Context: an optimization exercise on an open-source flow, tuned for small area, a short achievable clock period and few clock cycles per item. The choices shown serve that exercise and are no tape-out recipe.
Where RTL was checked, it was by simulation tests only, not by an equivalence proof against the original.
Only the layout flow was run in runs 2 to 5; the RTL was not checked for function there.

--- flow/constraint.sdc ---
create_clock -name core_clock -period 6.0 [get_ports {clk}]
set_input_delay 1.2000 -clock core_clock [delete_from_list [all_inputs] [get_ports {clk}]]
set_output_delay 1.2000 -clock core_clock [all_outputs]
set_load 0.01 [all_outputs]
--- flow/run.sh ---
#!/bin/bash
# synth_recipe.tcl (not shown) runs the flow's synth.tcl, then flattens the netlist and writes it again
# the make line also repeats each setting of config.mk as NAME=value (left out here)
make -C /OpenROAD-flow-scripts/flow DESIGN_CONFIG=/design/flow/config.mk WORK_HOME=/design/flow/orfs CLKGATE_MAP_FILE= SYNTH_SCRIPT=/design/flow/synth_recipe.tcl finish
--- flow/design.v ---
module atan
(
    input                       clk         ,
    input                       rst_n       ,
    input                       trig        ,
    output                      vld         ,
    input       signed  [16:0]  para_in     ,
    output  reg signed  [11:0]  atany            
);
reg                     run_latch   ;
reg             [3:0]   cnt         ;
reg     signed  [18:0]  tmp1        ;
reg     signed  [18:0]  tmp2        ;
wire    signed  [19:0]  y0          ;
reg     signed  [19:0]  xr          ;
reg     signed  [19:0]  yr          ;
reg     signed  [19:0]  x2          ;
reg     signed  [19:0]  y2          ;
always @(posedge clk or negedge rst_n)
begin
    if (!rst_n)
        run_latch <= 1'b0;
    else
    begin
        if (trig)
            run_latch <= 1'b1;
        else if (cnt == 4'd9)
            run_latch <= 1'b0;
    end
end
always @(posedge clk or negedge rst_n)
begin
    if (!rst_n)
        cnt <= 4'd0;
    else
    begin
        if (run_latch)
            cnt <= cnt + 4'd1;
        else
            cnt <= 4'd0;
    end
end
assign vld = (cnt == 4'd10);
assign y0 = para_in<<2;
always @(*)
begin
    if (run_latch)
    begin
        case(cnt)
            4'd0:
            begin
                tmp1 = y2>>>1;
                tmp2 = x2>>>1;
            end
            4'd1:
            begin
                tmp1 = y2>>>2;
                tmp2 = x2>>>2;
            end
            4'd2:
            begin
                tmp1 = y2>>>3;
                tmp2 = x2>>>3;
            end
            4'd3:
            begin
                tmp1 = y2>>>4;
                tmp2 = x2>>>4;
            end
            4'd4:
            begin
                tmp1 = y2>>>5;
                tmp2 = x2>>>5;
            end
            4'd5:
            begin
                tmp1 = y2>>>6;
                tmp2 = x2>>>6;
            end
            4'd6:
            begin
                tmp1 = y2>>>7;
                tmp2 = x2>>>7;
            end
            4'd7:
            begin
                tmp1 = y2>>>8;
                tmp2 = x2>>>8;
            end
            4'd8:
            begin
                tmp1 = y2>>>9;
                tmp2 = x2>>>9;
            end
            4'd9:
            begin
                tmp1 = y2>>>10;
                tmp2 = x2>>>10;
            end
            default:     
            begin
                tmp1 = 19'd0;
                tmp2 = 19'd0;
            end
        endcase
    end
    else
    begin
        tmp1 = 19'd0;
        tmp2 = 19'd0;
    end
end
always @(*)
begin
    if (run_latch)
    begin
        if ((x2[19] == y2[19]) | (x2 == 20'd0) | (y2 == 20'd0))
        begin
            xr = x2 + tmp1;
            yr = y2 - tmp2;
        end
        else
        begin
            xr = x2 - tmp1;
            yr = y2 + tmp2;
        end
    end
    else
    begin
        xr = 20'd0;
        yr = 20'd0;
    end
end
always @(posedge clk or negedge rst_n)
begin
    if (!rst_n)
    begin
        x2 <= 20'd0;
        y2 <= 20'd0;
    end
    else
    begin
        if (trig)
        begin
            if (~para_in[16]) 
            begin
                x2 <= 20'd1024 + y0;
                y2 <= y0 - 20'd1024;
            end
            else  
            begin
                x2 <= 20'd1024 - y0;
                y2 <= y0 + 20'd1024;
            end
        end
        else if (run_latch)
        begin
            x2 <= xr;
            y2 <= yr;
        end
    end
end
always @(posedge clk or negedge rst_n)
begin
    if (!rst_n)
        atany <= 12'd0;
    else 
    begin
        if (trig)
        begin
            if (~para_in[16]) 
                atany <= 12'd804;
            else 
                atany <= 12'd3292;
        end
        else if (run_latch)
        begin
            case (cnt)
                4'd0: 
                begin
                    if ((x2[19] == y2[19]) | (x2 == 20'd0) | (y2 == 20'd0))
                        atany <= atany + 12'd475;
                    else
                        atany <= atany - 12'd475;
                end
                4'd1: 
                begin
                    if ((x2[19] == y2[19]) | (x2 == 20'd0) | (y2 == 20'd0)) 
                        atany <= atany + 12'd251;
                    else
                        atany <= atany - 12'd251;
                end
                4'd2: 
                begin
                    if ((x2[19] == y2[19]) | (x2 == 20'd0) | (y2 == 20'd0)) 
                        atany <= atany + 12'd127;
                    else
                        atany <= atany - 12'd127;
                end
                4'd3: 
                begin
                    if ((x2[19] == y2[19]) | (x2 == 20'd0) | (y2 == 20'd0))
                        atany <= atany + 12'd64;
                    else
                        atany <= atany - 12'd64;
                end
                4'd4: 
                begin
                    if ((x2[19] == y2[19]) | (x2 == 20'd0) | (y2 == 20'd0))
                        atany <= atany + 12'd32;
                    else
                        atany <= atany - 12'd32;
                end
                4'd5: 
                begin
                    if ((x2[19] == y2[19]) | (x2 == 20'd0) | (y2 == 20'd0))
                        atany <= atany + 12'd16;
                    else
                        atany <= atany - 12'd16;
                end
                4'd6: 
                begin
                    if ((x2[19] == y2[19]) | (x2 == 20'd0) | (y2 == 20'd0))
                        atany <= atany + 12'd8;
                    else
                        atany <= atany - 12'd8;
                end
                4'd7: 
                begin
                    if ((x2[19] == y2[19]) | (x2 == 20'd0) | (y2 == 20'd0))
                        atany <= atany + 12'd4;
                    else
                        atany <= atany - 12'd4;
                end
                4'd8: 
                begin
                    if ((x2[19] == y2[19]) | (x2 == 20'd0) | (y2 == 20'd0))
                        atany <= atany + 12'd2;
                    else
                        atany <= atany - 12'd2;
                end
                4'd9: 
                begin
                    if ((x2[19] == y2[19]) | (x2 == 20'd0) | (y2 == 20'd0))
                        atany <= atany + 12'd1;
                    else
                        atany <= atany - 12'd1;
                end
            endcase
        end
    end
end
endmodule
--- flow/config.mk ---
export PLATFORM = sky130hd
export DESIGN_NAME = atan
export DESIGN_NICKNAME = atan
export VERILOG_FILES = /design/flow/design.v
export SDC_FILE = /design/flow/constraint.sdc
export NUM_CORES = 4
export LEC_CHECK = 0
export CAP_MARGIN = 20
export CORE_MARGIN = 2
export CORE_UTILIZATION = 40
export SLEW_MARGIN = 20
==> results of run 1 <==
[through the flow]
stage | hold slack [ns] | area, um2 | setup slack, ns
floorplan | 0.4804 | 10140 | 0.6330
global placement | 0.5103 | 10640 | 0.3253
global route | 0.5591 | 10960 | 0.1492
detailed placement | 0.5233 | 10640 | 0.3461
finish | 0.5308 | 10960 | 0.4300
CTS | 0.5331 | 10960 | 0.3260
[sequential cells by signal, summed over array words and instances (netlist names)]
signal,count
run_latch,1
y2,20
atany,12
cnt,4
x2,20
[cell families after synthesis]
group | Yosys count | synth area share, %
xor gates and xnor gates | 103 | 8.898
and+or+nand+nor | 427 | 20.68
muxes | 35 | 3.530
AOI/OAI and AO/OA | 528 | 35.22
adders and majority gates | 78 | 10.29
DFF | 57 | 14.07
buffers and inverters | 165 | 7.306
[cell type report]
class / count / area [um2]
repair buffers: 70 / 620.6
well taps: 330 / 412.9
inverters: 50 / 187.7
clock inverters: 5 / 78.83
clock buffers: 11 / 242.7
fillers: 2617 / 14080
multi-input cells: 1171 / 7988
flip-flops and latches: 57 / 1430
[final timing paths]
path                             startpoint                  to
setup / recovery           cnt[1]$_DFF_PN0_  x2[18]$_DFFE_PN0N_
hold / removal             cnt[0]$_DFF_PN0_    cnt[0]$_DFF_PN0_
setup reg to reg           cnt[1]$_DFF_PN0_  x2[18]$_DFFE_PN0N_
hold reg to reg            cnt[0]$_DFF_PN0_    cnt[0]$_DFF_PN0_
max in group asynchronous             rst_n    cnt[2]$_DFF_PN0_
min in group asynchronous             rst_n  y2[16]$_DFFE_PN0N_
[synth_stat cells (35+ instances only)]
cell type / number
inv_1: 49
nand2_1: 132
dfrtp_1: 57
ha_1: 69
clkbuf_1: 67
a22oi_1: 45
a21oi_1: 117
xor2_1: 35
o21ai_0: 102
xnor2_1: 68
nor2_1: 99
nand3_1: 41
[worst reg2reg max path: stages (launching register included)]
cell       delay, ns
dfrtp_1         0.39
inv_1           0.08
ha_2            0.34
buf_4           0.28
buf_4           0.25
a22oi_1         0.23
nand2_1         0.11
a221oi_2        0.52
nand4_1         0.17
o31a_1          0.38
o21ai_0         0.38
xor2_1          0.13
ha_1            0.37
nand2_1         0.14
a2111oi_1       0.70
o32a_1          0.35
a221o_1         0.21
a41oi_1         0.14
xor2_1          0.16
o21ai_0         0.17
[routing by layer]
layer | part of all wire [%] | wire (um)
met1 | 44 | 17220
met2 | 44 | 17150
met3 | 8.5 | 3330
met4 | 4.2 | 1636
met5 | 0 | 0
==> results.json, run 1 <==
{
  "critPathRequiredTime_ns": 6.26,
  "syn_to_final_growth_pct": 8.108,
  "slew_headroom_pct": 38.16,
  "cp.arrival_ns": 5.83,
  "status": "no timing/DRC/antenna violations",
  "async_flop_share_pct": 100.0,
  "ios": 33,
  "antenna_cells": 0,
  "route.detailed.drc": 0,
  "slowest_stage": "a2111oi_1",
  "num-nets-final": 1457,
  "synth.avg_cell_area_um2": 7.278,
  "hold_violations": 0,
  "postCtsResizedCells": 0,
  "worst-slew-pin-transition_ns": 0.9214,
  "cts_sinks": 57,
  "postRouteAntennaNets": 0,
  "cts_tree": "done",
  "grtUsageTotal_pct": 29.50,
  "slew_viol_final": 0,
  "h-tree-depth": 3,
  "cp_slowest_stage_delay_ns": 0.70,
  "io_buffer_count": 32,
  "synthCells": 1393,
  "fin_tns_setup_ns": 0,
  "grt_pass1_vias": 10390,
  "setup.worst_path.class": "reg2reg",
  "place_hpwl_um": 28660,
  "dp.cells": 1678,
  "post-route-period-util_pct": 92.83,
  "gp_congestion": 0.9977,
  "yosysTopAreaCellShare_pct": 14.07,
  "grt_use_met2_pct": 44.86,
  "final_common_cell": "nand2_1",
  "worstHoldPathType": "reg2reg",
  "clk_pin_slew_worst_paths_ns": 0.06,
  "cts_made_buffers": 9,
  "postCtsSetupRepairBufs": 0,
  "chipHeight_um": 163.2,
  "use_met3_pct": 3.834,
  "whs_path_depth": 1,
  "synth_seq_cells": 57,
  "clkLatencyLatePin_ns": 0.36,
  "coreArea_um2": 25040,
  "cp-end-kind": "flip-flop",
  "wl_um": 39330,
  "setup_viol": 0,
  "cap_violations": 0,
  "synth_seq_area_share_pct": 14.07,
  "dr_total_vias": 11270,
  "stdcell_count": 1694,
  "die_w_um": 163.2,
  "r2r_setup_slack_ns": 0.43,
  "yosys_warnings": 1,
  "rows": 58,
  "hold_buffers": 0,
  "globalRouteOverflowTotal": 0,
  "start_kind": "flip-flop",
  "cts.path.max_buffers": 2,
  "yosys.area.top_type": "dfrtp_1",
  "rsz0062_at_grt": "false",
  "path_cells": "inv_1 > ha_2 > buf_4 > buf_4 > a22oi_1 > nand2_1 > a221oi_2 > nand4_1 > o31a_1 > o21ai_0 > xor2_1 > ha_1 > nand2_1 > a2111oi_1 > o32a_1 > a221o_1 > a41oi_1 > xor2_1 > o21ai_0",
  "synth_cell_types": 86,
  "synth.area.top_cells": "dfrtp_1 (14%), ha_1 (8.5%), xnor2_1 (5.9%), a21oi_1 (5.8%), o21ai_0 (5.0%)",
  "wl_per_cell_um": 23.22,
  "drt_iter0_markers": 1753,
  "fin_util_pct": 43.78,
  "layout_common_cells": "nand2_1 (132), a21oi_1 (117), o21ai_0 (102)",
  "path_max_fanout": 23,
  "drtPass1Iterations": 6,
  "grt_use_met1_pct": 41.53,
  "synth_edf_count": 0,
  "crit_family": "compound AO/OA/AOI/OAI gates",
  "cts-root-buf": "clkbuf_16",
  "crit_buf_inv": 3,
  "synth_fp_nets": 1491,
  "max_freq_ghz": 0.1795,
  "antenna_found_initial": 0,
  "period_minus_slack_ns": 5.570,
  "skew_ns": 0.01288,
  "grt_first_pass_wirelength_um": 61330,
  "syn-cell-area_um2": 10140,
  "grt_busiest_layer": "met2",
  "die_area_um2": 26640,
  "crit_cells": 19,
  "drive_gt1_share_pct": 6.305,
  "yosys_most_used_dff": "dfrtp_1",
  "start_util_pct": 40.49,
  "vias_per_cell": 6.653,
  "grt_max_degree": 58,
  "rr_worst_depth": 19
}
Testbench counts, summed over its fixed seeds: cycles 26,408, items 2,400.
==> run 2, diff against run 1 <==
==> flow/design.v (replaced) <==
module atan
(
    input                       clk         ,
    input                       rst_n       ,
    input                       trig        ,
    output                      vld         ,
    input       signed  [16:0]  para_in     ,
    output      signed  [11:0]  atany
);
reg         busy;
reg         vld_r;
reg  [7:0]  clr;     
wire [7:0]  h = clr & ~{1'b0, clr[7:1]};    
reg  [18:0] x;
reg  [19:0] z;
reg  [8:0]  dsr;     
always @(posedge clk or negedge rst_n)
    if (!rst_n) begin
        busy  <= 1'b0;
        vld_r <= 1'b0;
    end else begin
        busy  <= trig | (busy & ~clr[7]);
        vld_r <= busy & clr[7];
    end
assign vld = vld_r;
wire        s   = para_in[16];
wire [18:0] p4  = {para_in, 2'b00};
wire [18:0] y0  = s ? p4 + 19'd1024 : p4 - 19'd1024;
wire [18:0] x0  = s ? 19'd1024 - p4 : 19'd1024 + p4;
wire        d   = ~z[19];
wire [18:0] xm  = {x[18:8], x[7:0] & ~clr};
wire [19:0] zn  = {z[18:0], 1'b0} + ({1'b0, xm} ^ {20{d}}) + d;
wire [34:0] ze  = {{15{z[19]}}, z};
reg  [18:0] ty;
integer i, j;
always @(*) begin
    ty = 19'd0;
    for (i = 0; i < 8; i = i + 1)
        for (j = 0; j < 19; j = j + 1)
            ty[j] = ty[j] | (h[i] & ze[j + 2*i + 1]);
end
wire [18:0] xn  = x + (ty ^ {19{~d}}) + !d;
always @(posedge clk) begin
    clr <= trig ? 8'd1 : {clr[6:0], 1'b1};
    x   <= trig ? x0 : xn;
    z   <= trig ? {y0[18], y0} : zn;
    dsr <= {dsr[7:0], trig ? s : d};
end
wire       d8  = ~z[19];
wire [9:0] y9a = z[17:8] - x[18:9];
wire [9:0] y9b = z[17:8] + x[18:9];
wire       d9  = d8 ? ~y9a[9] : ~y9b[9];
reg  [11:0] e;
always @(*)
    case (dsr[8:5])
        4'b0000: e = 12'd3920;
        4'b0001: e = 12'd78;
        4'b0010: e = 12'd326;
        4'b0011: e = 12'd580;
        4'b0100: e = 12'd774;
        4'b0101: e = 12'd1028;
        4'b0110: e = 12'd1276;
        4'b0111: e = 12'd1530;
        4'b1000: e = 12'd2312;
        4'b1001: e = 12'd2566;
        4'b1010: e = 12'd2814;
        4'b1011: e = 12'd3068;
        4'b1100: e = 12'd3262;
        4'b1101: e = 12'd3516;
        4'b1110: e = 12'd3764;
        default: e = 12'd4018;
    endcase
wire [11:0] e0 = e + {4'd0, dsr[4:0], d8, 2'b00};
wire [11:0] e1 = e0 + 12'd2;
assign atany = d9 ? e1 : e0;
endmodule
--- a/flow/config.mk
+++ b/flow/config.mk
@@ -9,3 +9,4 @@
 export CORE_MARGIN = 2
 export CORE_UTILIZATION = 40
+export SETUP_SLACK_MARGIN = 3
 export SLEW_MARGIN = 20
==> run 2 against run 1 <==
Die area fell by 39%. Via count down 48%. Cell count decreased by 39%. Critical path depth down 4. Design area down 27%. Area after synthesis down 40%. Critical endpoint is now atany[9]. Critical path type is now reg2out. Wire length fell by 56%. Largest cell class unchanged. Register-to-register slack gained 2.0 ns. Clock skew is 0.0045 ns lower. Maximum frequency is 32% higher.
==> results.json, run 2 <==
{
  "synth_fp_nets": 850,
  "yosysMostFrequentCell": "xnor2_1",
  "crit_buf_inv": 4,
  "setup_viol": 0,
  "cts.path.max_buffers": 2,
  "start_kind": "flip-flop",
  "rows": 45,
  "skew_ns": 0.008419,
  "rr_worst_depth": 16,
  "vias_per_cell": 5.666,
  "use_met3_pct": 2.931,
  "h-tree-depth": 3,
  "cts_tree": "done",
  "drive_gt1_share_pct": 25.71,
  "status": "no timing/DRC/antenna violations",
  "layout_common_cells": "nand2_1 (66), xnor2_1 (66), ha_1 (59)",
  "grt_busiest_layer": "met2",
  "synth_edf_count": 0,
  "ys_top_cells_by_count": "xnor2_1 (75), nand2_1 (69), ha_1 (68)",
  "postRouteAntennaNets": 0,
  "r2r_end": "x[18]$_DFF_P_",
  "start_util_pct": 40.35,
  "cp_slowest_stage_delay_ns": 0.40,
  "clkLatencyLatePin_ns": 0.34,
  "cts_sinks": 65,
  "drt_iter0_markers": 409,
  "hold_violations": 0,
  "grt_first_pass_wirelength_um": 27590,
  "slew_headroom_pct": 55.99,
  "cp.arrival_ns": 3.02,
  "period_minus_slack_ns": 4.224,
  "place_hpwl_um": 12140,
  "rsz0062_at_grt": "true",
  "route.detailed.drc": 0,
  "cts-root-buf": "clkbuf_16",
  "grt_pass1_vias": 5409,
  "worst-slew-pin-transition_ns": 0.6555,
  "antenna_cells": 0,
  "regToRegStartpoint": "clr[3]$_SDFF_PP0_",
  "grt_use_met1_pct": 27.62,
  "die_w_um": 127.1,
  "dr_total_vias": 5825,
  "worstHoldPathType": "reg2reg",
  "clk_pin_slew_worst_paths_ns": 0.06,
  "seqCellArea_um2": 1353,
  "post-route-period-util_pct": 70.39,
  "syn-cell-area_um2": 6066,
  "setup.worst_path.class": "reg2out",
  "synth_seq_cells": 65,
  "whs_path_depth": 0,
  "nFillCells": 1345,
  "antenna_found_initial": 0,
  "slew_viol_final": 0,
  "slowest_stage": "dfxtp_4",
  "fin_tns_setup_ns": 0,
  "cap_violations": 0,
  "yosys.area.top_type": "dfxtp_1",
  "r2r_setup_slack_ns": 2.42,
  "crit_family": "simple AND/OR/NAND/NOR gates",
  "die_area_um2": 16170,
  "synth.area.top_cells": "dfxtp_1 (21%), ha_1 (14%), xnor2_1 (11%), o21ai_0 (4.8%), nand2_1 (4.3%)",
  "drtPass1Iterations": 5,
  "io_buffer_count": 31,
  "wl_um": 17320,
  "grt_use_met2_pct": 36.31,
  "gp_congestion": 0.9303,
  "min_from": "dsr[3]$_DFF_P_",
  "path_max_fanout": 3,
  "max_freq_ghz": 0.2368,
  "grtUsageTotal_pct": 21.12,
  "async_flop_share_pct": 3.077,
  "critPathRequiredTime_ns": 4.80,
  "path_cells": "clkinv_8 > ha_4 > fa_2 > a21oi_2 > nor2_1 > nor2_2 > o21bai_1 > a21oi_2 > xor2_2 > buf_4 > buf_4 > nor3_1 > nor4b_4 > xnor2_1 > buf_2",
  "globalRouteOverflowTotal": 0,
  "yosysTopAreaCellShare_pct": 20.79,
  "holdPathEnd": "dsr[4]$_DFF_P_",
  "cp-end-kind": "output port",
  "grt_max_degree": 70,
  "cts_made_buffers": 9,
  "wl_per_cell_um": 16.85,
  "yosys_most_used_dff": "dfxtp_1",
  "synth.avg_cell_area_um2": 7.981,
  "multi_input_comb_area_um2": 5129,
  "hold_buffers": 0,
  "coreArea_um2": 15030,
  "num-nets-final": 925,
  "synth_seq_area_share_pct": 21.62,
  "synth_cell_types": 73,
  "yosys_warnings": 1,
  "ios": 33,
  "syn_to_final_growth_pct": 32.69,
  "chipHeight_um": 127.1,
  "synthCells": 760
}
-- run 2: cell count changes after synthesis, sizes merged, moves of 32 or more --
| cell | before | now |
|---|---|---|
| a22oi | 45 | 13 |
| nor2 | 100 | 36 |
| clkbuf | 68 | 29 |
| o21ai | 107 | 62 |
| dfxtp | 0 | 63 |
| dfrtp | 57 | 2 |
| a21oi | 117 | 52 |
| nand2 | 132 | 69 |
| buf | 47 | 8 |
-- run 2: final cells by class --
| cell class | instances | area share (%) |
|---|---|---|
| Multi-Input combinational cell | 621 | 63.72 |
| Sequential cell | 65 | 16.80 |
| Timing Repair Buffer | 101 | 11.24 |
| Tap cell | 188 | 2.922 |
| Clock buffer | 10 | 2.845 |
| Inverter | 37 | 1.912 |
| Clock inverter | 6 | 0.5596 |
-- run 2: worst max path at each step --
| stage | from | to | slack, ns | cells after the start |
|---|---|---|---|---|
| after floorplan | z[19]$_DFF_P_ | atany[10] | 2.24 | 14 |
| after global placement | x[13]$_DFF_P_ | atany[11] | 1.65 | 12 |
| after detailed placement | x[13]$_DFF_P_ | atany[11] | 1.58 | 12 |
| after CTS | z[13]$_DFF_P_ | atany[11] | 1.68 | 11 |
| after global routing | x[15]$_DFF_P_ | atany[9] | 1.63 | 14 |
| final | z[19]$_DFF_P_ | atany[9] | 1.78 | 15 |
-- run 2: layer usage --
layer / share of wire, % / wire (um)
met2: 49 / 8516
met1: 45 / 7868
met3: 3.8 / 654
met4: 1.6 / 282
met5: 0 / 0
-- run 2: worst reg2reg max path, stage by stage (launching register included) --
cell      delay, ns
dfxtp_4        0.36
nor2b_4        0.13
buf_6          0.13
a222oi_1       0.38
nand3_1        0.19
nor3_2         0.15
a21o_1         0.16
ha_4           0.21
a211o_1        0.29
a31oi_4        0.20
o221ai_4       0.16
nand2b_4       0.13
a31oi_4        0.10
or4_4          0.45
a31oi_4        0.15
xor2_1         0.15
o21ai_0        0.08
-- run 2: what timing repair did --
action,CTS,global route
gates cloned,3,1
gates resized for setup,129,67
pin swaps,30,54
buffers inserted,34,26
endpoints found under the setup margin,34,28
-- run 2: per-stage QoR --
stage	hold slack [ns]	setup slack, ns	util (%)	std cells	cell area [um2]
after CTS	0.3515	1.682	50.19	1001	7545
after global routing	0.3638	1.631	53.54	1028	8049
after global placement	0.3458	1.651	44.49	948	6689
final	0.3535	1.776	53.54	1028	8049
after detailed placement	0.3461	1.580	44.49	948	6689
after floorplan	0.3368	2.239	-	760	6282
-- run 2: cells by family (layout without fill, tap and decap cells) --
kind of cell / count (synthesis) / after routing / synth area share (%)
flip-flops: 65 / 65 / 21.62
adder cells (fa/ha/maj): 70 / 70 / 14.69
buffers and inverters: 74 / 154 / 4.744
AO/OA/AOI/OAI: 237 / 237 / 26.24
AND/OR/NAND/NOR: 207 / 207 / 17.12
multiplexers: 10 / 10 / 1.671
other: 1 / 1 / 0.06182
XOR/XNOR: 96 / 96 / 13.86
==> run 3, diff against run 2 <==
--- a/flow/config.mk
+++ b/flow/config.mk
@@ -9,4 +9,4 @@
 export CORE_MARGIN = 2
 export CORE_UTILIZATION = 40
-export SETUP_SLACK_MARGIN = 3
+export SETUP_SLACK_MARGIN = 2.5
 export SLEW_MARGIN = 20
==> run 3 against run 2 <==
Largest cell class unchanged. Worst hold slack improved by 0.0066 ns. Clock-buffer cell count down 1. Die area is the same.
==> results.json, run 3 <==
{
  "status": "no timing/DRC/antenna violations",
  "synth_seq_area_share_pct": 21.62,
  "max_freq_ghz": 0.2366,
  "period_minus_slack_ns": 4.227,
  "cts-root-buf": "clkbuf_16",
  "post-route-period-util_pct": 70.45,
  "skew_ns": 0.005691,
  "drive_gt1_share_pct": 20.96,
  "regToRegStartpoint": "clr[4]$_SDFF_PP0_",
  "ys_top_cells_by_count": "xnor2_1 (75), nand2_1 (69), ha_1 (68)",
  "postRouteAntennaNets": 0,
  "rr_worst_depth": 15,
  "cts_tree": "done",
  "grt_first_pass_wirelength_um": 27110,
  "clkLatencyLatePin_ns": 0.34,
  "synth_seq_cells": 65,
  "place_hpwl_um": 12080,
  "cts_sinks": 65,
  "slew_viol_final": 0,
  "grtUsageTotal_pct": 20.69,
  "path_max_fanout": 2,
  "yosys.area.top_type": "dfxtp_1",
  "nFillCells": 1403,
  "cp-end-kind": "output port",
  "stdcell_count": 1018,
  "cts_made_buffers": 9,
  "whs_path_depth": 0,
  "yosys_most_used_dff": "dfxtp_1",
  "yosys_warnings": 1,
  "clk_pin_slew_worst_paths_ns": 0.06,
  "synth_cell_types": 73,
  "setup.worst_path.class": "reg2out",
  "synth_fp_nets": 850,
  "h-tree-depth": 3,
  "fin_tns_setup_ns": 0,
  "syn_to_final_growth_pct": 26.26,
  "final_common_cell": "xnor2_1",
  "r2r_setup_slack_ns": 2.39,
  "pre_cts_ws_ns": 1.590,
  "die_area_um2": 16170,
  "multi_input_comb_area_um2": 4846,
  "cts.path.max_buffers": 2,
  "ios": 33,
  "setup_ws_ns": 1.773,
  "globalRouteOverflowTotal": 0,
  "slew_headroom_pct": 57.92,
  "die_w_um": 127.1,
  "io_buffer_count": 31,
  "async_flop_share_pct": 3.077,
  "critPathRequiredTime_ns": 4.80,
  "placed_area_um2": 6606,
  "synth_edf_count": 0,
  "path_cells": "clkinv_8 > ha_4 > fa_2 > a21oi_2 > nor2_1 > nor2_2 > o21bai_1 > a21oi_2 > xor2_2 > or3_4 > nor4_4 > xnor2_1 > buf_2",
  "crit_top_cell": "a21oi_2",
  "wl_um": 17210,
  "drt_iter0_markers": 534,
  "syn-cell-area_um2": 6066,
  "holdPathEnd": "dsr[3]$_DFF_P_",
  "drtPass1Iterations": 8,
  "cap_violations": 0,
  "start_kind": "flip-flop",
  "worst-slew-pin-transition_ns": 0.6312,
  "hold_violations": 0,
  "vias_per_cell": 5.740,
  "holdWs_ns": 0.3601,
  "synth.avg_cell_area_um2": 7.981,
  "worstHoldPathType": "reg2reg",
  "route.detailed.drc": 0,
  "antenna_cells": 0,
  "seqCellArea_um2": 1351,
  "cp.arrival_ns": 3.03,
  "setup_viol": 0,
  "grt_max_degree": 70,
  "synth.area.top_cells": "dfxtp_1 (21%), ha_1 (14%), xnor2_1 (11%), o21ai_0 (4.8%), nand2_1 (4.3%)",
  "rows": 45,
  "layout_common_cells": "xnor2_1 (69), nand2_1 (67), ha_1 (63)",
  "r2r_end": "x[18]$_DFF_P_",
  "wl_per_cell_um": 16.91,
  "slowest_stage": "or3_4",
  "fin_util_pct": 50.94,
  "coreArea_um2": 15030,
  "yosysTopAreaCellShare_pct": 20.79,
  "gp_congestion": 0.8821,
  "min_from": "dsr[2]$_DFF_P_",
  "rsz0062_at_grt": "true",
  "grt_pass1_vias": 5447,
  "dr_total_vias": 5843,
  "yosysMostFrequentCell": "xnor2_1",
  "start_util_pct": 40.35,
  "antenna_found_initial": 0,
  "synthCells": 760,
  "num-nets-final": 915,
  "cp_slowest_stage_delay_ns": 0.42,
  "dp.cells": 946,
  "design_area_um2": 7659,
  "chipHeight_um": 127.1
}
run 3: cell counts after synthesis:
No cell type changed its count.
run 3: final cells by class:
| cell class | instances | area share [%] |
|---|---|---|
| clock buffer | 9 | 2.941 |
| sequential | 65 | 17.64 |
| inverter | 37 | 2.009 |
| tap | 188 | 3.071 |
| multi-input combinational | 621 | 63.27 |
| timing repair buffer | 91 | 10.05 |
| clock inverter | 7 | 1.013 |
run 3: critical path, delay by kind of cell, from the launching register on:
kind                       cells  cell delay (ns)
xor gates and xnor gates       2             0.26
and+or+nand+nor                4             0.89
DFF                            1             0.38
adders and majority gates      2             0.53
AOI/OAI and AO/OA              3             0.41
buffers and inverters          2             0.20
run 3: how the worst max path moves through the flow:
stage | cells after the start | slack [ns] | startpoint | endpoint
after floorplan | 14 | 2.24 | z[19]$_DFF_P_ | atany[10]
after global placement | 11 | 1.61 | z[14]$_DFF_P_ | atany[11]
after detailed placement | 11 | 1.59 | z[14]$_DFF_P_ | atany[11]
after CTS | 13 | 1.76 | x[14]$_DFF_P_ | atany[11]
after global routing | 13 | 1.63 | z[19]$_DFF_P_ | atany[10]
final | 13 | 1.77 | z[19]$_DFF_P_ | atany[10]
run 3: timing repair:
item / 4_1_cts / 5_1_grt
endpoints found under the hold margin: 0 / 0
pin swaps: 37 / 35
buffers inserted: 40 / 16
hold buffers: 0 / 0
resized for setup: 113 / 22
endpoints found under the setup margin: 24 / 18
run 3: logic make-up after synthesis:
group / after synthesis / synth area share, %
other cells: 1 / 0.06182
fa+ha+maj: 70 / 14.69
mux: 10 / 1.671
simple gates: 207 / 17.12
xor+xnor: 96 / 13.86
buf+inv: 74 / 4.744
flops: 65 / 21.62
compound gates: 237 / 26.24
run 3: layer usage:
metal | vias to the layer above | GRT usage, % | wire length, um
met2 | 187 | 36.40 | 8447
met4 | 0 | 6.141 | 359
li1 | 2875 | - | -
met5 | - | 0 | 0
met3 | 26 | 3.518 | 808
met1 | 2755 | 26.01 | 7598
==> run 4, diff against run 3 <==
--- a/flow/design.v
+++ b/flow/design.v
@@ -10,6 +10,6 @@
 reg         busy;
 reg         vld_r;
+reg  [7:0]  h;       
 reg  [7:0]  clr;     
-wire [7:0]  h = clr & ~{1'b0, clr[7:1]};    
 reg  [18:0] x;
 reg  [19:0] z;
@@ -20,6 +20,6 @@
         vld_r <= 1'b0;
     end else begin
-        busy  <= trig | (busy & ~clr[7]);
-        vld_r <= busy & clr[7];
+        busy  <= trig | (busy & ~h[7]);
+        vld_r <= busy & h[7];
     end
 assign vld = vld_r;
@@ -42,4 +42,5 @@
 wire [18:0] xn  = x + (ty ^ {19{~d}}) + !d;
 always @(posedge clk) begin
+    h   <= trig ? 8'd1 : {h[6:0], 1'b0};
     clr <= trig ? 8'd1 : {clr[6:0], 1'b1};
     x   <= trig ? x0 : xn;
@@ -47,8 +48,7 @@
     dsr <= {dsr[7:0], trig ? s : d};
 end
-wire       d8  = ~z[19];
-wire [9:0] y9a = z[17:8] - x[18:9];
-wire [9:0] y9b = z[17:8] + x[18:9];
-wire       d9  = d8 ? ~y9a[9] : ~y9b[9];
+wire       d8 = ~z[19];
+wire [9:0] y9 = z[17:8] + (x[18:9] ^ {10{d8}}) + d8;
+wire       d9 = ~y9[9];
 reg  [11:0] e;
 always @(*)
--- a/flow/config.mk
+++ b/flow/config.mk
@@ -9,4 +9,4 @@
 export CORE_MARGIN = 2
 export CORE_UTILIZATION = 40
-export SETUP_SLACK_MARGIN = 2.5
+export SETUP_SLACK_MARGIN = 2
 export SLEW_MARGIN = 20
==> run 4 against run 3 <==
Sequential share of layout area up 3.4 points. Worst hold slack worse by 0.0029 ns. Maximum frequency fell by 1.7%. Global-route usage shrank 0.88 points. Clock-buffer cell count increased by 1. Highest routed layer unchanged. Die area decreased by 2.7%. Core utilization decreased by 2.5 points. Clock skew grew 0.0024 ns. Critical endpoint unchanged. Register-to-register slack got worse by 0.12 ns. First-iteration DRC count fell by 26%. Critical path type unchanged.
==> results.json, run 4 <==
{
  "drt_iter0_markers": 395,
  "vias_per_cell": 5.671,
  "clk_pin_slew_worst_paths_ns": 0.06,
  "start_kind": "flip-flop",
  "nFillCells": 1387,
  "grt_pass1_vias": 5202,
  "cts_sinks": 73,
  "start_util_pct": 40.72,
  "synth_seq_cells": 73,
  "grt_max_degree": 76,
  "drive_gt1_share_pct": 12.60,
  "cp.arrival_ns": 3.10,
  "r2r_setup_slack_ns": 2.27,
  "setup.worst_path.class": "reg2out",
  "crit_cells": 12,
  "grtUsageTotal_pct": 19.82,
  "dr_total_vias": 5365,
  "slowest_stage": "dfxtp_4",
  "rows": 44,
  "yosys_most_used_dff": "dfxtp_1",
  "gp_congestion": 0.9221,
  "setup_ws_ns": 1.700,
  "final_common_cell": "dfxtp_1",
  "postRouteAntennaNets": 0,
  "chipHeight_um": 125.4,
  "synth_seq_area_share_pct": 24.96,
  "ios": 33,
  "layout_common_cells": "dfxtp_1 (70), xnor2_1 (54), a21oi_1 (54)",
  "critPathRequiredTime_ns": 4.80,
  "slew_headroom_pct": 43.60,
  "synth.avg_cell_area_um2": 8.132,
  "skew_ns": 0.008089,
  "antenna_found_initial": 0,
  "whs_path_depth": 0,
  "synth_fp_nets": 799,
  "synth_edf_count": 0,
  "cts-root-buf": "clkbuf_16",
  "async_flop_share_pct": 2.740,
  "io_buffer_count": 31,
  "synthCells": 725,
  "cp_slowest_stage_delay_ns": 0.37,
  "coreArea_um2": 14480,
  "h-tree-depth": 3,
  "fin_tns_setup_ns": 0,
  "route.detailed.drc": 0,
  "syn_to_final_growth_pct": 19.08,
  "die_area_um2": 15730,
  "cts.path.max_buffers": 2,
  "synth_cell_types": 63,
  "post-route-period-util_pct": 71.67,
  "drtPass1Iterations": 5,
  "setup_viol": 0,
  "num-nets-final": 831,
  "cts_made_buffers": 9,
  "rr_worst_depth": 12,
  "worstHoldPathType": "reg2reg",
  "cts_tree": "done",
  "grt_first_pass_wirelength_um": 25720,
  "yosys_warnings": 1,
  "synth.area.top_cells": "dfxtp_1 (24%), ha_1 (11%), xnor2_1 (8.5%), a21oi_1 (4.8%), xor2_1 (4.8%)",
  "path_cells": "buf_12 > xnor2_2 > ha_1 > a21o_1 > or3_1 > a31oi_2 > o21a_4 > mux2i_4 > buf_6 > a31oi_4 > xnor2_1 > buf_2",
  "cap_violations": 0,
  "place_hpwl_um": 11180,
  "status": "no timing/DRC/antenna violations",
  "syn-cell-area_um2": 5896,
  "max_freq_ghz": 0.2325,
  "cp-end-kind": "output port",
  "wl_um": 15520,
  "ys_top_cells_by_count": "dfxtp_1 (71), a21oi_1 (57), xnor2_1 (57)",
  "antenna_cells": 0,
  "crit_buf_inv": 3,
  "crit_family": "compound AO/OA/AOI/OAI gates",
  "yosys.area.top_type": "dfxtp_1",
  "wl_per_cell_um": 16.40,
  "yosysTopAreaCellShare_pct": 24.11,
  "clkLatencyLatePin_ns": 0.34,
  "globalRouteOverflowTotal": 0,
  "pre_cts_ws_ns": 1.389,
  "worst-slew-pin-transition_ns": 0.8450,
  "stdcell_count": 946,
  "hold_violations": 0,
  "slew_viol_final": 0,
  "yosysMostFrequentCell": "dfxtp_1",
  "rsz0062_at_grt": "true",
  "die_w_um": 125.4,
  "period_minus_slack_ns": 4.300,
  "path_max_fanout": 5,
  "dp.cells": 905
}
run 4: cell count changes after synthesis, moves of 9 or more:
cell	change
nand2_1	-17
inv_1	-9
o21ai_1	+11
a22oi_1	+19
xor2_1	+11
xnor2_1	-18
o21ai_0	-24
ha_1	-16
run 4: metrics by stage:
step	util (%)	hold WS (ns)	instance area [um2]
3_3_place_gp	43.74	0.3477	6334
2_1_floorplan	-	0.3368	5963
3_5_place_dp	43.74	0.3491	6334
6_report	48.49	0.3572	7020
4_1_cts	47.73	0.3582	6910
5_1_grt	48.49	0.3654	7020
run 4: repair_timing:
item,4_1_cts,5_1_grt
hold buffers,0,0
gates cloned,1,0
setup endpoints to repair,11,13
resized for setup,67,10
hold endpoints to repair,0,0
setup buffers,16,8
pin swaps,14,14
run 4: final timing paths:
kind | from | end
min | dsr[1]$_DFF_P_ | dsr[2]$_DFF_P_
min in group asynchronous | rst_n | vld_r$_DFF_PN0_
max | z[19]$_DFF_P_ | atany[10]
min reg2reg | dsr[1]$_DFF_P_ | dsr[2]$_DFF_P_
max reg2reg | h[0]$_DFF_P_ | x[18]$_DFF_P_
max in group asynchronous | rst_n | busy$_DFF_PN0_
run 4: layout make-up:
cell class              instances  area, um2  area share, %
flip-flops and latches         73       1475          21.01
clock inverters                 6      115.1          1.640
repair buffers                 60      529.3          7.539
inverters                      26      101.3          1.444
clock buffers                  10      239.0          3.404
multi-input cells             587       4330          61.68
well taps                     184      230.2          3.279
run 4: metal layers:
| layer | global-route usage (%) | routed length [um] | vias to the layer above |
|---|---|---|---|
| met1 | 27.03 | 7405 | 2487 |
| met5 | 0 | 0 | - |
| met2 | 31.91 | 6918 | 172 |
| met3 | 3.209 | 845 | 30 |
| li1 | - | - | 2676 |
| met4 | 6.732 | 349 | 0 |
run 4: logic make-up after synthesis:
logic type                 after synthesis  share of synthesized area, %
buffers and inverters                   65                         4.478
adders and majority gates               54                         11.71
other                                    1                       0.06361
AOI/OAI and AO/OA                      228                         25.87
xor gates and xnor gates                89                         13.22
and+or+nand+nor                        199                         16.96
DFF                                     73                         24.96
muxes                                   16                         2.738
==> run 5, diff against run 4 <==
--- a/flow/config.mk
+++ b/flow/config.mk
@@ -9,4 +9,4 @@
 export CORE_MARGIN = 2
 export CORE_UTILIZATION = 40
-export SETUP_SLACK_MARGIN = 2
+export SETUP_SLACK_MARGIN = 3
 export SLEW_MARGIN = 20
==> run 5 against run 4 <==
Largest cell class unchanged. Highest routed layer unchanged. Maximum frequency rose by 0.54%. Register-to-register slack improved by 0.54 ns. Synthesized cell count did not move. Wire length rose by 4.4%. Critical endpoint is now atany[7]. Design area rose by 7.3%. Clock skew rose by 0.0016 ns. Area after synthesis did not move. Non-clock buffer count rose by 30.
==> results.json, run 5 <==
{
  "status": "no timing/DRC/antenna violations",
  "drive_gt1_share_pct": 23.11,
  "start_util_pct": 40.72,
  "placed_area_um2": 6376,
  "rsz0062_at_grt": "true",
  "setup_ws_ns": 1.723,
  "design_area_um2": 7533,
  "io_buffer_count": 31,
  "synth_cell_types": 63,
  "wl_per_cell_um": 16.61,
  "clk_pin_slew_worst_paths_ns": 0.06,
  "critPathRequiredTime_ns": 4.80,
  "yosys.area.top_type": "dfxtp_1",
  "path_cells": "buf_12 > buf_8 > xnor2_4 > ha_4 > a21o_1 > a21o_1 > a21o_1 > a31oi_4 > o21a_4 > mux2i_4 > buf_6 > nor2b_4 > xor2_2 > buf_2",
  "pre_cts_ws_ns": 1.400,
  "worstHoldPathType": "reg2reg",
  "hold_buffers": 0,
  "start_kind": "flip-flop",
  "synth_seq_cells": 73,
  "path_max_fanout": 5,
  "cap_violations": 0,
  "setup.worst_path.class": "reg2out",
  "synth_fp_nets": 799,
  "ios": 33,
  "ys_top_cells_by_count": "dfxtp_1 (71), a21oi_1 (57), xnor2_1 (57)",
  "cp_slowest_stage_delay_ns": 0.36,
  "chipHeight_um": 125.4,
  "gp_congestion": 0.8824,
  "dp.cells": 905,
  "yosysMostFrequentCell": "dfxtp_1",
  "route.detailed.drc": 0,
  "cts.path.max_buffers": 2,
  "cp.arrival_ns": 3.08,
  "grtUsageTotal_pct": 19.86,
  "coreArea_um2": 14480,
  "slowest_stage": "dfxtp_4",
  "syn-cell-area_um2": 5896,
  "worst-slew-pin-transition_ns": 0.7319,
  "die_area_um2": 15730,
  "wl_um": 16210,
  "syn_to_final_growth_pct": 27.78,
  "drt_iter0_markers": 467,
  "dr_total_vias": 5607,
  "period_minus_slack_ns": 4.277,
  "cp-end-kind": "output port",
  "synth.avg_cell_area_um2": 8.132,
  "clkLatencyLatePin_ns": 0.34,
  "crit_top_cell": "a21o_1",
  "antenna_found_initial": 0,
  "slew_viol_final": 0,
  "post-route-period-util_pct": 71.29,
  "place_hpwl_um": 11150,
  "cts_tree": "done",
  "antenna_cells": 0,
  "async_flop_share_pct": 2.740,
  "layout_common_cells": "dfxtp_1 (54), nand2_1 (49), a21oi_1 (49)",
  "hold_violations": 0,
  "fin_util_pct": 52.03,
  "num-nets-final": 861,
  "die_w_um": 125.4,
  "yosys_most_used_dff": "dfxtp_1",
  "synth.area.top_cells": "dfxtp_1 (24%), ha_1 (11%), xnor2_1 (8.5%), a21oi_1 (4.8%), xor2_1 (4.8%)",
  "rows": 44,
  "cts_made_buffers": 9,
  "synthCells": 725,
  "grt_pass1_vias": 5257,
  "globalRouteOverflowTotal": 0,
  "max_freq_ghz": 0.2338,
  "skew_ns": 0.009655,
  "stdcell_count": 976,
  "final_common_cell": "dfxtp_1",
  "grt_max_degree": 76,
  "synth_edf_count": 0,
  "h-tree-depth": 3,
  "cts-root-buf": "clkbuf_16",
  "vias_per_cell": 5.745,
  "holdWs_ns": 0.3572,
  "grt_first_pass_wirelength_um": 25790,
  "yosysTopAreaCellShare_pct": 24.11,
  "slew_headroom_pct": 51.16,
  "drtPass1Iterations": 6,
  "setup_viol": 0,
  "synth_seq_area_share_pct": 24.96,
  "postRouteAntennaNets": 0,
  "cts_sinks": 73,
  "yosys_warnings": 1,
  "fin_tns_setup_ns": 0
}
[run 5: cell counts after synthesis]
No cell type changed its count.
[run 5: worst max-delay path: cells and delay by family (launching register included)]
kind	cells	cell delay (ns)
buf+inv	4	0.53
flops	1	0.36
mux	1	0.32
simple gates	1	0.14
fa+ha+maj	1	0.17
xor+xnor	2	0.24
compound gates	5	0.96
[run 5: area by class of cell]
type                            instances  area (um2)
Fill cell                            1314        6945
Multi-Input combinational cell        587        4652
Sequential cell                        73        1513
Timing Repair Buffer                   90       748.2
Clock buffer                           11       232.7
Tap cell                              184       230.2
Inverter                               26       101.3
Clock inverter                          5       56.30
[run 5: final timing paths]
check,cells past startpoint,slack (ns),startpoint,endpoint
min reg2reg,0,0.36,dsr[3]$_DFF_P_,dsr[4]$_DFF_P_
min in group asynchronous,1,1.03,rst_n,vld_r$_DFF_PN0_
max reg2reg,11,2.81,z[19]$_DFF_P_,x[18]$_DFF_P_
max in group asynchronous,1,4.85,rst_n,busy$_DFF_PN0_
max,14,1.72,z[19]$_DFF_P_,atany[7]
min,0,0.36,dsr[3]$_DFF_P_,dsr[4]$_DFF_P_
[run 5: layer usage]
metal	vias to the layer above	GRT usage, %	wire length [um]
met5	-	0	0
met3	20	3.637	719
met4	0	5.686	231
met1	2682	26.21	7516
met2	154	33.25	7740
li1	2751	-	-
[run 5: cell families after synthesis]
logic type      Yosys count  synth area share (%)
compound gates          228                 25.87
xor+xnor                 89                 13.22
fa+ha+maj                54                 11.71
buf+inv                  65                 4.478
flops                    73                 24.96
mux                      16                 2.738
other cells               1               0.06361
simple gates            199                 16.96
[run 5: repair_timing]
action | in CTS | in global routing
setup endpoints to repair | 25 | 29
pin swaps | 19 | 46
buffers inserted | 26 | 29
gates resized for setup | 92 | 66
==> run 6, diff against run 5 <==
==> flow/design.v (replaced) <==
module atan
(
    input                       clk         ,
    input                       rst_n       ,
    input                       trig        ,
    output                      vld         ,
    input       signed  [16:0]  para_in     ,
    output      signed  [11:0]  atany
);
reg         busy;
reg         vld_r;
reg  [7:1]  clr;     
reg  [18:0] x;
reg  [19:2] z;
reg  [11:0] acc;     
wire [7:0]  ct  = {clr, 1'b1};
wire [7:0]  h   = ct & ~{1'b0, ct[7:1]};      
always @(posedge clk or negedge rst_n)
    if (!rst_n) begin
        busy  <= 1'b0;
        vld_r <= 1'b0;
    end else begin
        busy  <= trig | (busy & ~clr[7]);
        vld_r <= busy & clr[7];
    end
assign vld = vld_r;
wire        s   = para_in[16];
wire [18:0] p4  = {para_in, 2'b00};
wire [18:0] y0  = s ? p4 + 19'd1024 : p4 - 19'd1024;
wire [18:0] x0  = s ? 19'd1024 - p4 : 19'd1024 + p4;
wire        d   = ~z[19];
wire [19:0] zf  = {z, 2'b00};
wire [18:0] xm  = {x[18:1] & {11'h7FF, ~clr}, 1'b0};
wire [19:0] zn  = {zf[18:0], 1'b0} + ({1'b0, xm} ^ {20{d}}) + d;
wire [34:0] ze  = {{15{zf[19]}}, zf};
reg  [18:0] ty;
integer i, j;
always @(*) begin
    ty = 19'd0;
    for (i = 0; i < 8; i = i + 1)
        for (j = 0; j < 19; j = j + 1)
            ty[j] = ty[j] | (h[i] & ze[j + 2*i + 1]);
end
wire [18:0] xn  = x + (ty ^ {19{~d}}) + !d;
wire [11:0] k2  = ({12{h[0]}} & 12'd950) | ({12{h[1]}} & 12'd502) | ({12{h[2]}} & 12'd254)
                | {4'd0, h[3], h[4], h[5], h[6], h[7], 3'd0};
wire [11:0] accn = acc + (k2 & {12{d}});
always @(posedge clk) begin
    clr <= trig ? 7'd0 : {clr[6:1], 1'b1};
    x   <= trig ? x0 : xn;
    z   <= trig ? {y0[18], y0[18:2]} : zn[19:2];
    acc <= trig ? (s ? 12'd2312 : 12'd3920) : accn;
end
wire       d8  = ~z[19];
wire [9:0] y9a = zf[17:8] - x[18:9];
wire [9:0] y9b = zf[17:8] + x[18:9];
wire       d9  = d8 ? ~y9a[9] : ~y9b[9];
wire [11:0] a0 = acc + {9'd0, d8, 2'b00};
wire [11:0] a1 = acc + {9'd0, d8, 2'b10};
assign atany = d9 ? a1 : a0;
endmodule
--- a/flow/config.mk
+++ b/flow/config.mk
@@ -9,4 +9,3 @@
 export CORE_MARGIN = 2
 export CORE_UTILIZATION = 40
-export SETUP_SLACK_MARGIN = 3
 export SLEW_MARGIN = 20
==> run 6 against run 5 <==
Wire length is 1.3% higher. Global-route usage is 1.1 points higher. Sequential share of layout area is 2.8 points lower. Die area is 0.59% higher. Area after synthesis is 0.62% higher. Critical path depth is 5 lower. Synthesized cell count is 7.4% higher. Clock-buffer cell count is 3 higher. Flip-flop and latch count is 16 lower. Critical path type unchanged. Largest cell class unchanged.
==> results.json, run 6 <==
{
  "status": "no timing/DRC/antenna violations",
  "num-nets-final": 876,
  "grt_max_degree": 68,
  "largest_reg_flops": 19,
  "postCtsSetupRepairBufs": 0,
  "die_w_um": 125.8,
  "placed_area_um2": 6340,
  "final_common_cell": "nand2_1",
  "coreArea_um2": 14530,
  "hold_buffers": 0,
  "h-tree-depth": 3,
  "path_max_fanout": 11,
  "synth_fp_nets": 868,
  "gp_congestion": 0.9125,
  "yosys_warnings": 1,
  "yosysMostFrequentCell": "nand2_1",
  "vias_per_cell": 5.799,
  "cap_violations": 0,
  "cp_slowest_stage_delay_ns": 0.56,
  "start_kind": "flip-flop",
  "hold_violations": 0,
  "rows": 44,
  "drt_iter0_markers": 400,
  "slew_headroom_pct": 31.54,
  "highest_layer": "met4",
  "io_buffer_count": 31,
  "cts_sinks": 57,
  "design_area_um2": 6664,
  "synth.avg_cell_area_um2": 7.615,
  "async_flop_share_pct": 3.509,
  "fin_util_pct": 45.85,
  "cts_made_buffers": 9,
  "grt_pass1_vias": 5379,
  "wl_um": 16420,
  "stdcell_count": 976,
  "wl_met3_um": 904,
  "max_freq_ghz": 0.2066,
  "crit_family": "simple AND/OR/NAND/NOR gates",
  "path_cells": "ha_1 > or4_1 > a21oi_1 > o31ai_1 > o2111ai_1 > and3_1 > mux2_1 > xnor2_1 > clkdlybuf4s50_1",
  "globalRouteOverflowTotal": 0,
  "fin_tns_setup_ns": 0,
  "chipHeight_um": 125.8,
  "synth_seq_area_share_pct": 19.41,
  "m1WireLength_um": 7688,
  "layout_common_cells": "nand2_1 (77), xnor2_1 (66), ha_1 (66)",
  "antenna_cells": 0,
  "setup_viol": 0,
  "antenna_found_initial": 0,
  "syn_to_final_growth_pct": 12.34,
  "ios": 33,
  "routed-wl-met2_um": 7359,
  "clk_pin_slew_worst_paths_ns": 0.05,
  "rsz0062_at_grt": "false",
  "worst-slew-pin-transition_ns": 1.014,
  "post-route-period-util_pct": 80.68,
  "nFillCells": 1495,
  "cp-end-kind": "output port",
  "slew_viol_final": 0,
  "postCtsResizedCells": 0,
  "synth_seq_cells": 57,
  "crit_buf_inv": 1,
  "critPathRequiredTime_ns": 4.80,
  "yosys.area.top_type": "dfxtp_1",
  "grtUsageTotal_pct": 20.93,
  "ys_top_cells_by_count": "nand2_1 (77), ha_1 (66), xnor2_1 (66)",
  "dr_total_vias": 5660,
  "slowest_stage": "dfxtp_1",
  "synth_edf_count": 0,
  "clkLatencyLatePin_ns": 0.34,
  "die_area_um2": 15820,
  "dp.cells": 960,
  "period_minus_slack_ns": 4.841,
  "syn-cell-area_um2": 5932,
  "start_util_pct": 40.81,
  "wl_per_cell_um": 16.82,
  "synth_cell_types": 68,
  "postRouteAntennaNets": 0,
  "place_hpwl_um": 12330,
  "synth.area.top_cells": "dfxtp_1 (19%), ha_1 (14%), xnor2_1 (9.7%), a21oi_1 (5.2%), nand2_1 (4.9%)",
  "worstHoldPathType": "reg2reg",
  "yosys_most_used_dff": "dfxtp_1",
  "yosysTopAreaCellShare_pct": 18.56,
  "synthCells": 779,
  "skew_ns": 0.005714,
  "cts-root-buf": "clkbuf_16",
  "cts.path.max_buffers": 2,
  "top_register": "x",
  "route.detailed.drc": 0,
  "cp.arrival_ns": 3.64,
  "cts_tree": "done",
  "drive_gt1_share_pct": 3.914,
  "drtPass1Iterations": 5,
  "setup.worst_path.class": "reg2out",
  "grt_first_pass_wirelength_um": 26790
}
[run 6: cell types whose count changed after synthesis, sizes merged, moves of 7 or more]
cell	delta
dfxtp	-16
inv	+13
nand3	+9
a22oi	-16
o21ai	+8
ha	+14
a221oi	+7
xnor2	+9
nand2	+25
nor2	+14
a31oi	-8
[run 6: worst register-to-register path, cell delays in order (launching register included)]
cell and delay [ns]:
dfxtp_1 0.57, clkinv_1 0.58, nor2_1 0.51, buf_4 0.26, a22oi_1 0.10, nand3_1 0.16, xnor2_1 0.11, ha_1 0.23
a21oi_1 0.29, o21ai_0 0.19, a21oi_1 0.32, o211ai_1 0.23, a221o_1 0.43, a21o_1 0.21, a21oi_1 0.16, xor2_1 0.16
mux2i_1 0.08
[run 6: logic make-up after synthesis]
logic type / after synthesis / share of synthesized area (%)
DFF: 57 / 19.41
buffers and inverters: 80 / 5.400
AOI/OAI and AO/OA: 222 / 24.13
other: 1 / 0.06322
and+or+nand+nor: 240 / 19.49
adders and majority gates: 69 / 14.93
xor gates and xnor gates: 96 / 14.17
muxes: 14 / 2.405
[run 6: final timing paths]
kind / start / to / slack [ns] / cells past startpoint
max in group asynchronous: rst_n / busy$_DFF_PN0_ / 4.87 / 1
min in group asynchronous: rst_n / vld_r$_DFF_PN0_ / 1.02 / 1
max reg2reg: clr[1]$_DFF_P_ / x[16]$_DFF_P_ / 1.28 / 16
max: z[15]$_DFF_P_ / atany[9] / 1.16 / 9
min reg2reg: busy$_DFF_PN0_ / vld_r$_DFF_PN0_ / 0.49 / 1
min: busy$_DFF_PN0_ / vld_r$_DFF_PN0_ / 0.49 / 1
[run 6: cell type report]
type	instances	area, um2	share of cell area [%]
repair buffers	36	342.8	5.145
multi-input cells	642	4461	66.94
clock buffers	14	264.0	3.962
clock inverters	2	60.06	0.9012
well taps	184	230.2	3.455
flip-flops and latches	57	1152	17.29
inverters	41	153.9	2.309
[run 6: per-stage QoR]
step / setup slack, ns / hold slack, ns
final: 1.159 / 0.4885
after global routing: 0.9232 / 0.5162
after CTS: 1.146 / 0.4928
after detailed placement: 1.339 / 0.4811
after global placement: 1.307 / 0.4718
after floorplan: 2.313 / 0.4584
[run 6: routing by layer]
layer	GRT usage, %	vias up
met5	0	-
met4	9.502	0
met3	2.421	35
met2	33.64	195
met1	28.26	2623
li1	-	2807
Testbench counts of run 6, summed over its fixed seeds: cycles 21,608, items 2,400.
==> run 7, diff against run 6 <==
--- a/flow/config.mk
+++ b/flow/config.mk
@@ -9,3 +9,4 @@
 export CORE_MARGIN = 2
 export CORE_UTILIZATION = 40
+export SETUP_SLACK_MARGIN = 3
 export SLEW_MARGIN = 20
==> run 7 against run 6 <==
Design area rose by 18%. Die area did not move. Register-to-register slack improved by 1.2 ns. Flip-flop and latch count did not move. Critical path depth rose by 3. Area after synthesis did not move. Clock skew rose by 0.00085 ns. Critical path type unchanged. Non-clock buffer count rose by 71. Highest routed layer unchanged.
==> results.json, run 7 <==
{
  "ios": 33,
  "chipHeight_um": 125.8,
  "wl_per_cell_um": 17.72,
  "dp.cells": 960,
  "rr_worst_depth": 15,
  "num-nets-final": 947,
  "multi_input_comb_area_um2": 5016,
  "rows": 44,
  "synth_edf_count": 0,
  "grtUsageTotal_pct": 22.12,
  "io_buffer_count": 31,
  "yosys_warnings": 1,
  "syn-cell-area_um2": 5932,
  "globalRouteOverflowTotal": 0,
  "path_max_fanout": 4,
  "critPathRequiredTime_ns": 4.80,
  "cp_slowest_stage_delay_ns": 0.52,
  "synth_seq_cells": 57,
  "synth_fp_nets": 868,
  "ys_top_cells_by_count": "nand2_1 (77), ha_1 (66), xnor2_1 (66)",
  "antenna_cells": 0,
  "cts.path.max_buffers": 2,
  "cp.arrival_ns": 2.75,
  "cts_sinks": 57,
  "postRouteAntennaNets": 0,
  "cts_made_buffers": 9,
  "crit_family": "compound AO/OA/AOI/OAI gates",
  "yosys.area.top_type": "dfxtp_1",
  "status": "no timing/DRC/antenna violations",
  "min_from": "busy$_DFF_PN0_",
  "crit_top_cell": "buf_4",
  "whs_path_depth": 1,
  "synthCells": 779,
  "clkLatencyLatePin_ns": 0.34,
  "rsz0062_at_grt": "true",
  "top_register": "x",
  "yosysTopAreaCellShare_pct": 18.56,
  "route.detailed.drc": 0,
  "final_common_cell": "nand2_1",
  "drt_iter0_markers": 474,
  "cts-root-buf": "clkbuf_16",
  "fin_tns_setup_ns": 0,
  "die_area_um2": 15820,
  "die_w_um": 125.8,
  "worstHoldPathType": "reg2reg",
  "placed_area_um2": 6437,
  "grt_first_pass_wirelength_um": 28550,
  "slowest_stage": "or4_4",
  "drive_gt1_share_pct": 26.19,
  "hold_buffers": 0,
  "skew_ns": 0.006561,
  "post-route-period-util_pct": 65.91,
  "synth_cell_types": 68,
  "coreArea_um2": 14530,
  "holdPathEnd": "vld_r$_DFF_PN0_",
  "holdWs_ns": 0.4959,
  "wl_um": 18550,
  "dr_total_vias": 6019,
  "start_kind": "flip-flop",
  "setup.worst_path.class": "reg2out",
  "vias_per_cell": 5.749,
  "yosysMostFrequentCell": "nand2_1",
  "antenna_found_initial": 0,
  "yosys_most_used_dff": "dfxtp_1",
  "drtPass1Iterations": 5,
  "synth.area.top_cells": "dfxtp_1 (19%), ha_1 (14%), xnor2_1 (9.7%), a21oi_1 (5.2%), nand2_1 (4.9%)",
  "regToRegStartpoint": "z[19]$_DFF_P_",
  "worst-slew-pin-transition_ns": 0.7130,
  "use_met3_pct": 3.059,
  "largest_reg_flops": 19,
  "cts_tree": "done",
  "slew_headroom_pct": 51.96,
  "seqCellArea_um2": 1227,
  "r2r_setup_slack_ns": 2.43,
  "r2r_end": "x[16]$_DFF_P_",
  "layout_common_cells": "nand2_1 (74), xnor2_1 (59), buf_4 (58)",
  "grt_max_degree": 68,
  "stdcell_count": 1047,
  "crit_buf_inv": 4,
  "async_flop_share_pct": 3.509,
  "cp-end-kind": "output port",
  "syn_to_final_growth_pct": 33.05,
  "place_hpwl_um": 12380,
  "period_minus_slack_ns": 3.954,
  "h-tree-depth": 3,
  "design_area_um2": 7893,
  "synth.avg_cell_area_um2": 7.615,
  "slew_viol_final": 0,
  "grt_use_met1_pct": 29.23,
  "synth_seq_area_share_pct": 19.41,
  "cap_violations": 0,
  "path_cells": "inv_2 > ha_4 > or4_4 > a21oi_2 > o31ai_2 > o21a_1 > buf_4 > a41oi_4 > buf_4 > nor2_2 > xor2_1 > buf_2",
  "gp_congestion": 0.9571,
  "max_freq_ghz": 0.2529,
  "setup_viol": 0,
  "grt_pass1_vias": 5672,
  "grt_use_met2_pct": 36.98,
  "nFillCells": 1335,
  "start_util_pct": 40.81,
  "clk_pin_slew_worst_paths_ns": 0.05,
  "grt_busiest_layer": "met2",
  "hold_violations": 0
}
[run 7: cell counts after synthesis]
Identical to the previous run, type by type.
[run 7: timing repair]
action | in CTS | in global routing
gates resized for setup | 123 | 82
endpoints found under the setup margin | 39 | 29
cloned | 1 | 0
pin swaps | 25 | 45
buffers inserted | 34 | 36
[run 7: cells by family (layout without fill, tap and decap cells)]
| group | count (synthesis) | after routing | synth area share [%] |
|---|---|---|---|
| simple gates | 240 | 240 | 19.49 |
| buf+inv | 80 | 164 | 5.400 |
| other cells | 1 | 1 | 0.06322 |
| flops | 57 | 57 | 19.41 |
| fa+ha+maj | 69 | 69 | 14.93 |
| mux | 14 | 14 | 2.405 |
| xor+xnor | 96 | 96 | 14.17 |
| compound gates | 222 | 222 | 24.13 |
[run 7: layout make-up]
cell class	count	area share [%]
sequential	57	15.55
inverter	41	2.108
tap	184	2.917
timing repair buffer	107	12.10
multi-input combinational	642	63.55
clock buffer	11	3.075
clock inverter	5	0.6975
[run 7: stage by stage]
step / setup WS, ns / utilization (%)
floorplan: 2.487 / -
global route: 1.923 / 54.30
global placement: 1.392 / 44.29
detailed placement: 1.339 / 44.29
finish: 2.046 / 54.30
CTS: 2.020 / 50.26
[run 7: per-layer routing]
| metal | vias to the layer above | part of all wire (%) |
|---|---|---|
| li1 | 2949 | - |
| met1 | 2811 | 45 |
| met2 | 211 | 47 |
| met3 | 48 | 5.4 |
| met4 | 0 | 2.5 |
| met5 | - | 0 |
[run 7: worst reg2reg max path: stages (launching register included)]
cell	delay, ns
dfxtp_4	0.37
buf_6	0.12
buf_12	0.11
buf_12	0.13
a222oi_1	0.41
nand4_1	0.23
xnor2_1	0.24
ha_2	0.32
buf_4	0.15
a21oi_2	0.18
o211ai_1	0.16
a221o_1	0.45
a21o_1	0.21
a21oi_2	0.13
xor2_1	0.15
mux2i_1	0.08
[run 7: how the worst max path moves through the flow]
stage | from | to | slack (ns) | depth (start not counted)
floorplan | x[10]$_DFF_P_ | atany[9] | 2.49 | 11
global placement | z[19]$_DFF_P_ | atany[9] | 1.39 | 9
detailed placement | z[19]$_DFF_P_ | atany[9] | 1.34 | 9
CTS | z[9]$_DFF_P_ | atany[11] | 2.02 | 11
global route | x[15]$_DFF_P_ | atany[4] | 1.92 | 12
finish | x[15]$_DFF_P_ | atany[10] | 2.05 | 12

## re-timing with driven ports
Ports are ideal in the flow. The routed layouts listed here were re-timed in OpenROAD.
Step 1, drivers: a clkbuf_16 drives clk and a buf_2 each remaining input, both assumed.
Step 2 moves the port delays by t, midway between the first and last clock arrival at a register: inputs arrive t later, outputs are due t later. That takes back most of the time a late clock gives input paths.
Three values: ideal, step 1, step 2; two values: the first two.
run | t, ns | slack for setup (ns) | hold slack, ns | latest minus earliest clock arrival (ns)
run 1 | 0.400 | 0.430 / 0.430 / 0.430 | 0.531 / 0.531 / 0.531 | 0.012 / 0.013
run 2 | 0.379 | 1.776 / 1.735 / 2.113 | 0.354 / 0.354 / 0.354 | 0.009 / 0.009
run 3 | 0.383 | 1.773 / 1.730 / 2.113 | 0.360 / 0.360 / 0.360 | 0.006 / 0.006
run 4 | 0.380 | 1.700 / 1.658 / 2.038 | 0.357 / 0.357 / 0.357 | 0.008 / 0.009
run 5 | 0.378 | 1.723 / 1.681 / 2.059 | 0.357 / 0.357 / 0.357 | 0.009 / 0.010
run 6 | 0.381 | 1.159 / 1.120 / 1.275 | 0.488 / 0.488 / 0.488 | 0.006 / 0.006
run 7 | 0.378 | 2.046 / 2.002 / 2.314 | 0.496 / 0.496 / 0.496 | 0.007 / 0.006
After both steps setup and hold are still met in every run listed.
